This design comes from an exercise in tuning for small area on the open sky130 flow, not from production work.
For this run, only the layout was checked, not whether the RTL still works.
Power figures rest on the tool's default switching activity, not on a simulated workload.

===== flow/config.mk =====
export PLATFORM = sky130hd
export DESIGN_NAME = busmux
export DESIGN_NICKNAME = busmux
export VERILOG_FILES = /design/flow/design.v
export SDC_FILE = /design/flow/constraint.sdc
export NUM_CORES = 4
export LEC_CHECK = 0
export CAP_MARGIN = 20
export CORE_MARGIN = 2
export CORE_UTILIZATION = 40
export SLEW_MARGIN = 20

===== flow/constraint.sdc =====
create_clock -name core_clock -period 6.0 [get_ports {i_clk}]
set_input_delay 1.2000 -clock core_clock [delete_from_list [all_inputs] [get_ports {i_clk}]]
set_output_delay 1.2000 -clock core_clock [all_outputs]
set_load 0.01 [all_outputs]

===== flow/design.v =====
module tworegs #(
    parameter DATAW = 8
) (
    input  wire               i_clk,
    input  wire               i_rst,
    input  wire               i_we,
    input  wire [7:0]         i_addr,
    input  wire [(DATAW-1):0] i_data,
    output wire [(DATAW-1):0] o_data,
    output wire               o_xor
);
    reg [(DATAW-1):0] reg0;
    reg [(DATAW-1):0] reg1;
    reg [(DATAW-1):0] r_data;
    assign o_data[(DATAW-1):0] = r_data[(DATAW-1):0];
    assign o_xor = ^{reg1, reg0};
    always @(posedge i_clk) begin
        if (i_rst) begin
            reg0 <= 32'h0;
            reg1 <= 32'h0;
        end
        else if (i_we) begin
            case(i_addr[0])
            2'h0: reg0 <= i_data;
            2'h1: reg1 <= i_data;
            default: begin end
            endcase
        end
    end
    always @(posedge i_clk) begin
        case(i_addr[0])
        2'h0:    r_data <= reg0;
        default: r_data <= reg1;
        endcase
    end
endmodule
module threeregs #(
    parameter DATAW = 8
) (
    input  wire               i_clk,
    input  wire               i_rst,
    input  wire               i_we,
    input  wire [7:0]         i_addr,
    input  wire [(DATAW-1):0] i_data,
    output wire [(DATAW-1):0] o_data,
    output wire               o_xor
);
    reg [(DATAW-1):0] reg0;
    reg [(DATAW-1):0] reg1;
    reg [(DATAW-1):0] reg2;
    reg [(DATAW-1):0] r_data;
    assign o_data[(DATAW-1):0] = r_data[(DATAW-1):0];
    assign o_xor = ^{reg2, reg1, reg0};
    always @(posedge i_clk) begin
        if (i_rst) begin
            reg0 <= 32'h0;
            reg1 <= 32'h0;
            reg2 <= 32'h0;
        end
        else if (i_we) begin
            case(i_addr[1:0])
            2'h0: reg0 <= i_data;
            2'h1: reg1 <= i_data;
            2'h2: reg2 <= i_data;
            default: begin end
            endcase
        end
    end
    always @(posedge i_clk) begin
        case(i_addr[1:0])
        2'h0:    r_data <= reg0;
        2'h1:    r_data <= reg1;
        default: r_data <= reg2;
        endcase
    end
endmodule
module fourregs #(
    parameter DATAW = 8
) (
    input  wire               i_clk,
    input  wire               i_rst,
    input  wire               i_we,
    input  wire [7:0]         i_addr,
    input  wire [(DATAW-1):0] i_data,
    output wire [(DATAW-1):0] o_data,
    output wire               o_xor
);
    reg [(DATAW-1):0] reg0;
    reg [(DATAW-1):0] reg1;
    reg [(DATAW-1):0] reg2;
    reg [(DATAW-1):0] reg3;
    reg [(DATAW-1):0] r_data;
    assign o_data[(DATAW-1):0] = r_data[(DATAW-1):0];
    assign o_xor = ^{reg3, reg2, reg1, reg0};
    always @(posedge i_clk) begin
        if (i_rst) begin
            reg0 <= 32'h0;
            reg1 <= 32'h0;
            reg2 <= 32'h0;
            reg3 <= 32'h0;
        end
        else if (i_we) begin
            case(i_addr[1:0])
            2'h0: reg0 <= i_data;
            2'h1: reg1 <= i_data;
            2'h2: reg2 <= i_data;
            2'h3: reg3 <= i_data;
            default: begin end
            endcase
        end
    end
    always @(posedge i_clk) begin
        case(i_addr[1:0])
        2'h0:    r_data <= reg0;
        2'h1:    r_data <= reg1;
        2'h2:    r_data <= reg2;
        default: r_data <= reg3;
        endcase
    end
endmodule
module fiveregs #(
    parameter DATAW = 8
) (
    input  wire               i_clk,
    input  wire               i_rst,
    input  wire               i_we,
    input  wire [7:0]         i_addr,
    input  wire [(DATAW-1):0] i_data,
    output wire [(DATAW-1):0] o_data,
    output wire               o_xor
);
    reg [(DATAW-1):0] reg0;
    reg [(DATAW-1):0] reg1;
    reg [(DATAW-1):0] reg2;
    reg [(DATAW-1):0] reg3;
    reg [(DATAW-1):0] reg4;
    reg [(DATAW-1):0] r_data;
    assign o_data[(DATAW-1):0] = r_data[(DATAW-1):0];
    assign o_xor = ^{reg4, reg3, reg2, reg1, reg0};
    always @(posedge i_clk) begin
        if (i_rst) begin
            reg0 <= 32'h0;
            reg1 <= 32'h0;
            reg2 <= 32'h0;
            reg3 <= 32'h0;
            reg4 <= 32'h0;
        end
        else if (i_we) begin
            case(i_addr[2:0])
            3'h0: reg0 <= i_data;
            3'h1: reg1 <= i_data;
            3'h2: reg2 <= i_data;
            3'h3: reg3 <= i_data;
            3'h4: reg4 <= i_data;
            default: begin end
            endcase
        end
    end
    always @(posedge i_clk) begin
        case(i_addr[2:0])
        3'h0:    r_data <= reg0;
        3'h1:    r_data <= reg1;
        3'h2:    r_data <= reg2;
        3'h3:    r_data <= reg3;
        default: r_data <= reg4;
        endcase
    end
endmodule
module busmux #(
    parameter DATAW = 32
) (
    input  wire               i_clk,
    input  wire               i_rst,
    input  wire               i_stb,
    input  wire               i_we,
    input  wire [7:0]         i_addr,
    input  wire [(DATAW-1):0] i_data,
    output wire               o_ack,
    output wire [(DATAW-1):0] o_data, 
    output wire               o_xor
);
    wire [(DATAW-1):0] r2_data;
    wire [(DATAW-1):0] r3_data;
    wire [(DATAW-1):0] r4_data;
    wire [(DATAW-1):0] r5_data;
    wire              xor2;
    wire              xor3;
    wire              xor4;
    wire              xor5;
    reg               r2_we;
    reg               r3_we;
    reg               r4_we;
    reg               r5_we;
    reg               r_stb;
    reg               r_ack;
    reg [(DATAW-1):0] r_data;
    assign o_ack = r_ack;
    assign o_data = r_data;
    assign o_xor = ^{xor5, xor4, xor3, xor2};
    tworegs #(.DATAW(DATAW)) r2 (
        .i_clk (i_clk),
        .i_rst (i_rst),
        .i_we  (r2_we),
        .i_addr (i_addr),
        .i_data (i_data),
        .o_data (r2_data),
        .o_xor (xor2)
    );
    threeregs #(.DATAW(DATAW)) r3 (
        .i_clk (i_clk),
        .i_rst (i_rst),
        .i_we  (r3_we),
        .i_addr (i_addr),
        .i_data (i_data),
        .o_data (r3_data),
        .o_xor (xor3)
    );
    fourregs #(.DATAW(DATAW)) r4 (
        .i_clk (i_clk),
        .i_rst (i_rst),
        .i_we  (r4_we),
        .i_addr (i_addr),
        .i_data (i_data),
        .o_data (r4_data),
        .o_xor (xor4)
    );
    fiveregs #(.DATAW(DATAW)) r5 (
        .i_clk (i_clk),
        .i_rst (i_rst),
        .i_we  (r5_we),
        .i_addr (i_addr),
        .i_data (i_data),
        .o_data (r5_data),
        .o_xor (xor5)
    );
    always @(posedge i_clk) begin
        if (i_stb && i_we) begin
            r2_we <= (i_addr[6:4]==3'h0);
            r3_we <= (i_addr[6:4]==3'h1);
            r4_we <= (i_addr[6:4]==3'h2);
            r5_we <= (i_addr[6:4]==3'h3);
        end else begin
            r2_we <= 1'b0;
            r3_we <= 1'b0;
            r4_we <= 1'b0;
            r5_we <= 1'b0;
        end
    end
    always @(posedge i_clk) begin
        case(i_addr[6:4])
        3'h0:    r_data <= r2_data;
        3'h1:    r_data <= r3_data;
        3'h2:    r_data <= r4_data;
        default: r_data <= r5_data;
        endcase
    end   
    always @(posedge i_clk) begin
        r_stb <= i_stb;
    end
    always @(posedge i_clk) begin
        if (!r_ack) begin
            r_ack <= r_stb;
        end else begin
            r_ack <= 1'b0;
        end
    end
endmodule

===== flow/run.sh =====
#!/bin/bash
# synth_recipe.tcl (not shown) runs the flow's synth.tcl, then flattens the netlist and writes it again
# the make line also repeats each setting of config.mk as NAME=value (left out here)
make -C /OpenROAD-flow-scripts/flow DESIGN_CONFIG=/design/flow/config.mk WORK_HOME=/design/flow/orfs CLKGATE_MAP_FILE= SYNTH_SCRIPT=/design/flow/synth_recipe.tcl finish

==> notes.md <==
-- metrics by stage --
stage	setup WS [ns]	utilization, %	hold WS, ns	total power (W)	cell area, um^2
floorplan	2.68	-	0.414	0.00449	26800
global placement	1.38	42.4	0.406	0.00469	28000
detailed placement	1.38	42.4	0.408	0.00469	28000
CTS	0.682	45.7	0.418	0.00879	30200
global route	0.546	45.7	0.430	0.00898	30200
finish	0.702	45.7	0.412	0.00874	30200
-- placed cells by master, fill, tap and decap left out, drive strengths merged, types with 10 or more instances in the layout --
| master | count |
|---|---|
| mux2i | 64 |
| mux2 | 64 |
| clkdlybuf4s50 | 70 |
| nand2 | 1005 |
| dfxtp | 614 |
| o211ai | 32 |
| mux4 | 64 |
| clkinv | 16 |
| buf | 36 |
| a22o | 32 |
| xor2 | 48 |
| a21oi | 448 |
| o21ai | 32 |
| clkbuf | 93 |
| xnor2 | 389 |
| and2 | 10 |
-- metal layers --
metal / track usage, % / vias to the layer above
li1: - / 9903
met1: 31.7 / 10252
met2: 39.3 / 843
met3: 3.47 / 168
met4: 10.2 / 4
met5: 0 / -
-- final cells by class --
type / instances / area [um^2]
clock buffer: 92 / 1920
clock inverter: 24 / 262
fill: 6206 / 35900
multi-input combinational: 2213 / 13600
sequential: 614 / 12300
tap: 864 / 1080
timing repair buffer: 107 / 1010
-- logic make-up (layout without fill, tap and decap cells) --
group,count (synthesis),after routing,synth area share [%]
and+or+nand+nor,1035,1035,14.7
muxes,192,192,10.5
DFF,614,614,45.9
AOI/OAI and AO/OA,544,544,10.9
xor gates and xnor gates,442,442,14.7
buffers and inverters,237,223,3.35
-- power by group --
part / switching (W) / internal [W] / leakage [nW] / total, W
clock: 0.00168 / 0.00245 / 1.07 / 0.00413
combinational: 0.000321 / 0.000177 / 3.93 / 0.000498
sequential: 0.0000152 / 0.00410 / 4.95 / 0.00411
total: 0.00202 / 0.00672 / 9.95 / 0.00874
-- worst max-delay path by stage --
stage	from	endpoint	slack, ns	depth (start not counted)
6_report	r5.reg0[23]	o_xor	0.70	9
5_1_grt	r5.reg0[21]	o_xor	0.55	9
4_1_cts	r5.reg0[23]	o_xor	0.68	9
3_5_place_dp	r5.reg0[23]	o_xor	1.38	9
3_3_place_gp	r5.reg0[23]	o_xor	1.38	9
2_1_floorplan	r5.reg0[23]	o_xor	2.68	8
==> reports/metrics.yaml <==
port_buffers: 75
die_h_um: 263
rsz0062_at_grt: "false"
ios: 78
drc: 0
dp_hpwl_um: 55800
gp_congestion: 0.867
wl_per_cell_um: 21.6
p_per_area_nw_per_um2: 289
cp.buffers_inverters: 1
path_clk_slew_ns: 0.06
cts_hold_buffers: 0
path_class: "flip-flop to primary output"
clk_latency_ns: 0.60
synthTopCellsByArea: "dfxtp_1, nand2_1, xnor2_1"
syn_area_um2: 26800
worst_pin_slew_ns: 1.15
regToRegEndpoint: "r5.reg1[7]"
relSlewSlack_pct: 23.1
timing.rr.start: "r5_we"
fin_worst_skew_ns: 0.0169
met3_length_um: 6090
synthFlopType: "dfxtp_1"
max_freq_ghz: 0.189
start_kind: "flip-flop"
synthesis.nets: 3108
yosysSeqAreaShare_pct: 45.9
final_nets: 3047
clock_sinks: 614
core_um2: 66100
crit_chain: "xor2_1, xnor2_1, xnor2_1, xnor2_1, xnor3_1, xnor2_1, xnor3_1, xnor3_1, clkdlybuf4s50_1"
netlist-cell-type-count: 24
cp.required_ns: 4.80
r2r_cells: 5
cts_resized: 0
final_cell_count_no_fill: 3914
row_count: 94
htree_num_levels: 3
hold_viol_final: 0
synth_edf_count: 0
synth_top_area_share_pct: 45.9
setup_tns_ns: 0
drt-vias-per-instance: 5.41
synth_seq_cells: 614
start_util_pct: 40.6
max-cap-violations: 0
dr_wl_met2_um: 39800
path_delay_family: "XOR/XNOR gates"
drt_iter0_markers: 2136
synthMostInstantiatedCell: "nand2_1"
drive_above_1_share_pct: 9.05
drt_pass1_iterations: 7
totalWireLength_um: 84300
finalCritPeriodShare_pct: 88.3
synth_cells: 3064
crit_top_cell: "xnor2_1"
post-cts-setup-buffer-count: 0
top_layer: "met5"
vias: 21170
grt_pass1_wl_um: 127000
synth_top_area_cell: "dfxtp_1"
worstHoldPathCells: 1
root_buffer: "clkbuf_16"
synth-async-reset-ratio_pct: 0
min_period_ns: 5.30
cts.path.max_buffers: 3
ff2ff_setup_slack_ns: 4.26
syn_area_per_cell_um2: 8.75
antenna_found_initial: 6
syn_to_final_growth_pct: 12.7
crit_arrival_ns: 4.10
routedLengthMet1_um: 35100
grt_pass1_vias: 20115
ys_top_cells_by_count: "nand2_1, dfxtp_1, a21oi_1, xnor2_1, clkbuf_1"
maxSlewViolCount: 0
yosysWarnings: 5
hold_path_class: "flip-flop to flip-flop"
n_antenna_cell: 0
dp.cells: 3797
irDropWorstVdd_mv: 0.188
status: "finished clean"
whs_endpoint: "r_ack"
critPathMaxFanout: 3
grt-ovfl-total: 0
setup_viol: 0
drtAntennaViolNets: 0
die-area_um2: 69100
cts_tree: "built"
die_w_um: 263
grt_max_degree: 168
cts_buffers: 67
hold_path_startpoint: "r_ack"
slowest_delay_ns: 0.59
slowest_stage: "clkdlybuf4s50_1"
leakagePower_nw: 9.95
cp-end-kind: "primary output"
grt_use_total_pct: 24.0

separate check: timing with driven ports:
Ports are ideal in the flow. The routed layout listed here was re-timed in OpenROAD. Step 1 (the two cells are an assumption about what drives the block):
set clk [get_ports {i_clk}]
set_driving_cell -lib_cell sky130_fd_sc_hd__clkbuf_16 $clk
set_driving_cell -lib_cell sky130_fd_sc_hd__buf_2 [delete_from_list [all_inputs] $clk]
Step 2, shift: input delay + t, output delay - t, t = (earliest + latest rising clock arrival at the registers) / 2. This alone moves slack from input paths to output paths. Slacks: ideal / step 1 / step 2; pairs: ideal / step 1.
shift t [ns]: 0.665
setup slack, ns: 0.702 / 0.633 / 1.298
worst setup path after step 2: register to output
latest minus earliest clock arrival (ns): 0.021 / 0.021
After both steps this run still meets setup and hold. For this run, drivers alone change the setup slack by -0.069 ns; drivers and shift together by +0.596 ns.
